Background: an optimization exercise with open tools, aiming at a short achievable clock period and few clock cycles. Do not read the settings as production practice.
Only simulation tests tie the RTL to the original design; equivalence was not proved.
Power is estimated from default activity; no workload was simulated.

== v6 ==
## RV32I
module RV32I(clk,rst,imem_addr,imem_data,dmem_addr,dmem_wdata,dmem_we,dmem_strobe,dmem_rdata);
input clk,rst;
output[31:0] imem_addr;
input[31:0] imem_data;
output[31:0] dmem_addr,dmem_wdata;
output dmem_we;
output[1:0] dmem_strobe;
input[31:0] dmem_rdata;
reg [9:0]  pcLo;
reg [21:0] hiBase, hiInc;
reg        hiC;
reg        vD;
reg [31:0] instD, pcD;
reg        vE, wenE, ldE, stE, brE;
reg [4:0]  rdE;
reg [1:0]  strbE;
reg [31:0] aE, bE, sdE, tgtE;
reg [31:0] aXn, bXn;    
reg        sAdd, sSub, sSll, sSr, sSlt, sSltu, sXor, sOr, sAnd;
reg        wenM, ldM, weM;
reg [4:0]  rdM;
reg [1:0]  strbM;
reg [31:0] resM, sdM;
reg        wenW;
reg [4:0]  rdW;
reg [31:0] resW;
reg [31:0] rf [1:31];
assign dmem_addr = resM;
assign dmem_wdata = sdM;
assign dmem_we = weM;
assign dmem_strobe = strbM;
wire [31:0] ldext = (strbM == 2'b01) ? {{24{dmem_rdata[7]}}, dmem_rdata[7:0]} :
                    (strbM == 2'b10) ? {{16{dmem_rdata[15]}}, dmem_rdata[15:0]} : dmem_rdata;
wire [31:0] resMW = ldM ? ldext : resM;
always @(posedge clk)
	if (wenW) rf[rdW] <= resW;
wire [6:0] opD = instD[6:0];
wire [2:0] f3D = instD[14:12];
  ...
For scale: ~5500 cells after synthesis, ~1400 flip-flops, about 170 I/O pins, about 74000 µm² of cells after synthesis.
Settings: LEC_CHECK=0, ABC_CLOCK_PERIOD_IN_PS=2000, CAP_MARGIN=20, CORE_MARGIN=2, CORE_UTILIZATION=40, SLEW_MARGIN=20; clock period 9.0 ns.
standard.sh (not shown) runs the stock make flow with config.mk's settings and CLKGATE_MAP_FILE= SYNTH_SCRIPT=/design/flow/synth_recipe.tcl, a recipe that flattens the netlist after the stock synthesis.
==> flow/flow/run.sh <==
#!/bin/bash
set -euo pipefail
export SETUP_SLACK_MARGIN=6.5
bash standard.sh > standard_flow.log 2>&1
Testbench counts of v6, summed over its fixed seeds: cycles 66,879.
## Diff of input files: v7 against v6
-- flow/design.v --
<<< v6, line 4
output[31:0] s;
output cout;
wire[31:0] g0 = (a & b) | {31'd0, (a[0] ^ b[0]) & cin};
wire[31:0] p0 = a ^ b;
wire[31:0] g1 = g0 | (p0 & {g0[30:0], 1'd0});
wire[31:0] p1 = p0 & {p0[30:0], 1'd1};
wire[31:0] g2 = g1 | (p1 & {g1[29:0], 2'd0});
wire[31:0] p2 = p1 & {p1[29:0], 2'b11};
wire[31:0] g3 = g2 | (p2 & {g2[27:0], 4'd0});
wire[31:0] p3 = p2 & {p2[27:0], 4'hf};
wire[31:0] g4 = g3 | (p3 & {g3[23:0], 8'd0});
wire[31:0] p4 = p3 & {p3[23:0], 8'hff};
wire[31:0] g5 = g4 | (p4 & {g4[15:0], 16'd0});
assign s = p0 ^ {g5[30:0], cin};
assign cout = g5[31];
endmodule
module RV32I(clk,rst,imem_addr,imem_data,dmem_addr,dmem_wdata,dmem_we,dmem_strobe,dmem_rdata);
>>> v7, line 4
output[31:0] s;
output cout;
wire[31:0] g[0:5];
wire[31:0] p[0:5];
assign g[0] = (a & b) | {31'd0, (a[0] ^ b[0]) & cin};
assign p[0] = a ^ b;
genvar l, i;
generate
	for (l = 0; l < 5; l = l + 1) begin : lvl
		for (i = 0; i < 32; i = i + 1) begin : bitpos
			if (i >= (1 << l)) begin : comb
				assign g[l+1][i] = g[l][i] | (p[l][i] & g[l][i-(1<<l)]);
				assign p[l+1][i] = p[l][i] & p[l][i-(1<<l)];
			end else begin : pass
				assign g[l+1][i] = g[l][i];
				assign p[l+1][i] = p[l][i];
			end
		end
	end
endgenerate
assign s = p[0] ^ {g[5][30:0], cin};
assign cout = g[5][31];
endmodule
module RV32I(clk,rst,imem_addr,imem_data,dmem_addr,dmem_wdata,dmem_we,dmem_strobe,dmem_rdata);
<<< v6, line 80
wire [31:0] rv2 = (wenM && rdM == rs2D) ? resMW : (wenW && rdW == rs2D) ? resW : rf2;
wire [31:0] aNext = (use1 & wenE & (rdE == rs1D)) ? aluE : isJAL ? linkD : rv1;
wire [31:0] bNext = (use2 & ~isST & wenE & (rdE == rs2D)) ? aluE :
                    isJAL ? 32'd0 : (isOPI | isLD) ? immI : isST ? immS : rv2;
wire stall = vD & vE & ldE & wenE & ((use1 & (rs1D == rdE)) | (use2 & (rs2D == rdE)));
wire [31:0] A  = ~aXn;
wire [31:0] B  = ~bXn;
wire [31:0] sum;
ksadd addE(aE, bE, 1'b0, sum, );
wire [31:0] diff;
ksadd subE(aE, ~bE, 1'b1, diff, );
wire geS, geU;
ksadd cmpS({~A[31], A[30:0]}, {B[31], ~B[30:0]}, 1'b1, , geS);   
>>> v7, line 87
wire [31:0] rv2 = (wenM && rdM == rs2D) ? resMW : (wenW && rdW == rs2D) ? resW : rf2;
wire [31:0] aNext = (use1 & wenE & (rdE == rs1D)) ? aluE : isJAL ? linkD : rv1;
wire [31:0] bNext = ((use2 & ~isST & wenE & (rdE == rs2D)) ? aluE :
                     isJAL ? 32'd0 : (isOPI | isLD) ? immI : isST ? immS : rv2) ^ {32{subD}};
wire stall = vD & vE & ldE & wenE & ((use1 & (rs1D == rdE)) | (use2 & (rs2D == rdE)));
wire [31:0] A  = ~aXn;
wire [31:0] B  = ~bXn;
wire [31:0] sum;
ksadd addE(aE, bE, sSub, sum, );    
wire geS, geU;
ksadd cmpS({~A[31], A[30:0]}, {B[31], ~B[30:0]}, 1'b1, , geS);   
<<< v6, line 97
wire [31:0] sr  = A >> B[4:0];    
wire [31:0] aluE = ({32{sAdd}} & sum) |
                   ({32{sSub}} & diff) |
                   ({32{sSll}} & sll) |
                   ({32{sSr}}  & sr)  |
>>> v7, line 102
wire [31:0] sr  = A >> B[4:0];    
wire [31:0] aluE = ({32{sAdd}} & sum) |
                   ({32{sSll}} & sll) |
                   ({32{sSr}}  & sr)  |
<<< v6, line 187
	bXn <= ~bNext;
	sdE <= (isST & wenE & (rdE == rs2D)) ? aluE : rv2;
	sAdd  <= isLD | isST | isJAL | ((isOP | isOPI) & (f3D == 3'd0) & ~subD);
	sSub  <= subD;
	sSll  <= (isOP | isOPI) & (f3D == 3'd1);
>>> v7, line 191
	bXn <= ~bNext;
	sdE <= (isST & wenE & (rdE == rs2D)) ? aluE : rv2;
	sAdd  <= isLD | isST | isJAL | ((isOP | isOPI) & (f3D == 3'd0));
	sSub  <= subD;
	sSll  <= (isOP | isOPI) & (f3D == 3'd1);
Notes after the runs:
- v7 — combinational share of power 2.6 points lower, v6 as reference
- Final-layout non-clock buffer area share was lower in v6 than in v7.
- Taking v6 as the reference, in v7 number of gates resized after CTS grew by 123; clock edge transition at the registers on the reported setup and hold paths held steady; net switching power figure shrank by 13%; count of clock-buffer cells in the layout grew by 8.5%.
- Sort v7 and v6 by global-route usage desc -> top: v7
- Non-clock buffer count in v7 is 60 higher than in v6
- In the reports for v7 and v6, the larger share of total power consumed by net switching belongs to v6.
- A type of the setup path with the least slack of reg2out is what v7 shows, while reg2reg belongs to v6.
- Total via count in the routed design: v7 vs v6 down 436
- Sequential power: v7 vs v6 down 9.0%
Testbench counts of v7, summed over its fixed seeds: cycles 66,879.

[what the ideal ports hide]
No port has a modelled driver above. Below, the same layouts with a new extraction and two added sets of constraints.
Step 1 (the two cells are an assumption about what drives the block):
set clk [get_ports {clk}]
set_driving_cell -lib_cell sky130_fd_sc_hd__clkbuf_16 $clk
set_driving_cell -lib_cell sky130_fd_sc_hd__buf_2 [delete_from_list [all_inputs] $clk]
Step 2, shift: input delay + t, output delay - t, t = (earliest + latest rising clock arrival at the registers) / 2. This alone moves slack from input paths to output paths.
Slacks: ideal ports / drivers / drivers and shift; pairs: ideal ports / drivers.
| run | shift t [ns] | setup slack, ns | worst setup path after step 2 | worst data-port slew with drivers (ns) |
|---|---|---|---|---|
| v6 | 0.893 | 5.647 / 5.647 / 4.908 | input to register | 0.15 |
| v7 | 0.898 | 5.752 / 5.671 / 4.982 | input to register | 0.07 |
After both steps every run listed still meets setup and hold. The setup slack of v7, which loses most, moves by -0.081 ns with the drivers and by -0.770 ns with both steps.
